From an optimization exercise on the open Yosys and OpenROAD flow, aimed at small area, a short achievable clock period and few clock cycles per item; shortcuts taken in it are not production practice.
Function was checked by simulation only, so behaviour that the tests miss may differ from the original.

// mult
module mult #(
    parameter int INPUT_WIDTH = 32,
    parameter bit IS_SIGNED   = 1'b0
) (
    input logic aclk,
    input logic arst_n,
    input  logic [              1:0] in_tvalid,
    output logic [              1:0] in_tready,
    input  logic [2*INPUT_WIDTH-1:0] in_tdata,
    output logic                     out_tvalid,
    input  logic                     out_tready,
    output logic [2*INPUT_WIDTH-1:0] out_tdata
);
export LEC_CHECK = 0
export ABC_AREA = 0
export CAP_MARGIN = 20
export CORE_MARGIN = 2
export CORE_UTILIZATION = 40
export PLACE_DENSITY = 0.6
export SLEW_MARGIN = 20
export SYNTH_HIERARCHICAL = 1
create_clock -name core_clock -period 11.0 [get_ports {aclk}]
standard.sh (not shown) runs the stock make flow with config.mk's settings and CLKGATE_MAP_FILE= SYNTH_SCRIPT=/design/flow/synth_recipe.tcl, a recipe that flattens the netlist after the stock synthesis.
==> flow/flow/run.sh <==
#!/bin/bash
# The standard layout with three changes to how it is made:
#  - flow/downsize.tcl (before floorplan) sets every combinational cell to the
#    smallest drive strength of its function; the repair steps size up what
#    the placed loads and timing need,
#  - buffers that synthesis inserted are removed at floorplan (the repair
#    steps buffer the placed nets instead),
#  - the timing repair keeps SETUP_SLACK_MARGIN ns of setup slack, so it
#    aims below the clock period.
# make's output goes to flow_make.log; each ORFS step logs under orfs/logs.
set -euo pipefail
here=$(pwd)
bash standard.sh SETUP_SLACK_MARGIN=6.2 REMOVE_ABC_BUFFERS=1 \
  PRE_FLOORPLAN_TCL="$here/flow/downsize.tcl" finish > flow_make.log 2>&1
==> flow/flow/downsize.tcl <==
# Before floorplan: give every combinational cell the smallest drive strength
# of its function, so that repair_design and repair_timing size up only the
# cells that the placed design's loads and timing need. Registers, clock
# buffers, tie cells and physical cells are left as synthesis made them.
set dont_use {}
if {[info exists ::env(DONT_USE_CELLS)]} { set dont_use $::env(DONT_USE_CELLS) }
set db [ord::get_db]
set smallest [dict create]
foreach lib [$db getLibs] {
  foreach m [$lib getMasters] {
    set n [$m getName]
    if {![regexp {^(sky130_fd_sc_hd__[a-z0-9]+)_([0-9]+)$} $n -> base drv]} { continue }
    set skip 0
    foreach pat $dont_use { if {[string match $pat $n]} { set skip 1 } }
    if {$skip} { continue }
    set area [expr {[$m getWidth] * [$m getHeight]}]
    if {![dict exists $smallest $base] || $area < [lindex [dict get $smallest $base] 1]} {
      dict set smallest $base [list $m $area]
    }
  }
}
set swapped 0
foreach inst [[ord::get_db_block] getInsts] {
  set m [$inst getMaster]
  set n [$m getName]
  if {![regexp {^(sky130_fd_sc_hd__([a-z0-9]+))_([0-9]+)$} $n -> base short drv]} { continue }
  if {[regexp {^(df|edf|sdf|dl|clk|conb|tap|fill|decap|diode|lpflow)} $short]} { continue }
  if {![dict exists $smallest $base]} { continue }
  set new [lindex [dict get $smallest $base] 0]
  if {$new ne $m && [$new getName] ne $n} {
    if {[$inst swapMaster $new]} { incr swapped }
  }
}
puts "downsize: $swapped cells set to their smallest drive strength"
Testbench counts at the start, summed over its fixed seeds: cycles 3,216, items 3,200.
Change:
==> flow/flow/run.sh (replaced) <==
#!/bin/bash
# The standard layout with four changes to how it is made:
#  - flow/downsize.tcl (before floorplan) sets every combinational cell to the
#    smallest drive strength of its function; the repair steps size up what
#    the placed loads and timing need,
#  - buffers that synthesis inserted are removed at floorplan (the repair
#    steps buffer the placed nets instead),
#  - the port buffers start as buf_1 (repair sizes them up where needed),
#  - the timing repair keeps SETUP_SLACK_MARGIN ns of setup slack, so it
#    aims below the clock period.
# make's output goes to flow_make.log; each ORFS step logs under orfs/logs.
set -euo pipefail
here=$(pwd)
bash standard.sh SETUP_SLACK_MARGIN=6.15 REMOVE_ABC_BUFFERS=1 \
  "BUFFER_PORTS_ARGS=-buffer_cell sky130_fd_sc_hd__buf_1" \
  PRE_FLOORPLAN_TCL="$here/flow/downsize.tcl" finish > flow_make.log 2>&1
--- a/flow/config.mk
+++ b/flow/config.mk
@@ -9,6 +9,6 @@
 export CAP_MARGIN = 20
 export CORE_MARGIN = 2
-export CORE_UTILIZATION = 40
-export PLACE_DENSITY = 0.6
+export CORE_UTILIZATION = 45
+export PLACE_DENSITY = 0.65
 export SLEW_MARGIN = 20
 export SYNTH_HIERARCHICAL = 1
Routed wire length falls by about 6%. Flip-flop and latch count does not change. First-iteration DRC count rises by about 16%. Clock-buffer cell count stays the same. Die area falls by about 11%. Core utilization rises by 2.6 points. Cell area falls by about 7%. Sequential share of layout area rises by 1.2 points. Hold slack improved by 0.022 ns.
Change:
--- a/flow/flow/run.sh
+++ b/flow/flow/run.sh
@@ -12,5 +12,5 @@
 set -euo pipefail
 here=$(pwd)
-bash standard.sh SETUP_SLACK_MARGIN=6.15 REMOVE_ABC_BUFFERS=1 \
+bash standard.sh SETUP_SLACK_MARGIN=6.05 REMOVE_ABC_BUFFERS=1 \
   "BUFFER_PORTS_ARGS=-buffer_cell sky130_fd_sc_hd__buf_1" \
   PRE_FLOORPLAN_TCL="$here/flow/downsize.tcl" finish > flow_make.log 2>&1
=> Flip-flop and latch count does not change. Wire length went down by about 0.36%. Clock-buffer cell count does not change. Register-to-register slack got worse by 0.02 ns.
Change:
--- a/flow/config.mk
+++ b/flow/config.mk
@@ -9,6 +9,6 @@
 export CAP_MARGIN = 20
 export CORE_MARGIN = 2
-export CORE_UTILIZATION = 45
-export PLACE_DENSITY = 0.65
+export CORE_UTILIZATION = 55
+export PLACE_DENSITY = 0.7
 export SLEW_MARGIN = 20
 export SYNTH_HIERARCHICAL = 1
Setup slack degrades by 0.061 ns. Design area shrinks by 0.62%. Flip-flop and latch count does not change. Utilization grows by 11 points. Critical path depth grows by 5. Die area shrinks by 18%.
Change:
--- a/flow/flow/run.sh
+++ b/flow/flow/run.sh
@@ -12,5 +12,5 @@
 set -euo pipefail
 here=$(pwd)
-bash standard.sh SETUP_SLACK_MARGIN=6.05 REMOVE_ABC_BUFFERS=1 \
+bash standard.sh SETUP_SLACK_MARGIN=5.8 REMOVE_ABC_BUFFERS=1 \
   "BUFFER_PORTS_ARGS=-buffer_cell sky130_fd_sc_hd__buf_1" \
   PRE_FLOORPLAN_TCL="$here/flow/downsize.tcl" finish > flow_make.log 2>&1
Final cell count hardly moves.
Sequential share of layout area climbs by 0.40 points.
First-iteration DRC count shrinks slightly.
Wire length went down slightly.
Design area is lower by a few percent.
Die area stays the same.
Critical path depth stays the same.
Count of clock-buffer cells in the layout is unchanged.
Change:
--- a/flow/flow/run.sh
+++ b/flow/flow/run.sh
@@ -12,5 +12,5 @@
 set -euo pipefail
 here=$(pwd)
-bash standard.sh SETUP_SLACK_MARGIN=5.8 REMOVE_ABC_BUFFERS=1 \
+bash standard.sh SETUP_SLACK_MARGIN=6.2 REMOVE_ABC_BUFFERS=1 \
   "BUFFER_PORTS_ARGS=-buffer_cell sky130_fd_sc_hd__buf_1" \
   PRE_FLOORPLAN_TCL="$here/flow/downsize.tcl" finish > flow_make.log 2>&1
Result: The new run completed without violations; setup slack improves by 0.26 ns; die area stays the same; utilization came out higher by 4.0 points; synthesized cell count stays the same.

-- separate check: timing with driven ports --
The flow's constraints put no driver on any port. The routed layouts listed below were extracted and timed again, unchanged, in two steps.
Step 1 assumes that a clkbuf_16 drives the clock port and a buf_2 every other input.
Step 2, shift: input delay + t, output delay - t, t = (earliest + latest rising clock arrival at the registers) / 2. This alone moves slack from input paths to output paths.
Slacks: no drivers / after step 1 / after step 2; pairs: no drivers / after step 1.
run | shift t [ns] | setup slack, ns | hold slack, ns | worst setup path after step 2 | worst register clock-pin slew, ns
the first run | 0.544 | 6.173 / 6.124 / 6.132 | 0.490 / 0.490 / 0.490 | input to output | 0.08 / 0.08
the second run | 0.544 | 6.187 / 6.140 / 6.162 | 0.512 / 0.512 / 0.512 | input to output | 0.08 / 0.08
the third run | 0.546 | 6.093 / 6.071 / 6.071 | 0.509 / 0.509 / 0.509 | input to output | 0.08 / 0.08
the fourth run | 0.556 | 6.033 / 5.999 / 6.033 | 0.482 / 0.482 / 0.482 | register to register | 0.09 / 0.09
the fifth run | 0.554 | 5.929 / 5.867 / 5.935 | 0.480 / 0.480 / 0.480 | register to register | 0.09 / 0.09
the sixth run | 0.556 | 6.186 / 6.125 / 6.138 | 0.482 / 0.482 / 0.482 | input to output | 0.09 / 0.09
After both steps setup and hold are still met in every run listed. For the sixth run, which loses most, drivers alone change the setup slack by -0.061 ns; drivers and shift together by -0.048 ns.
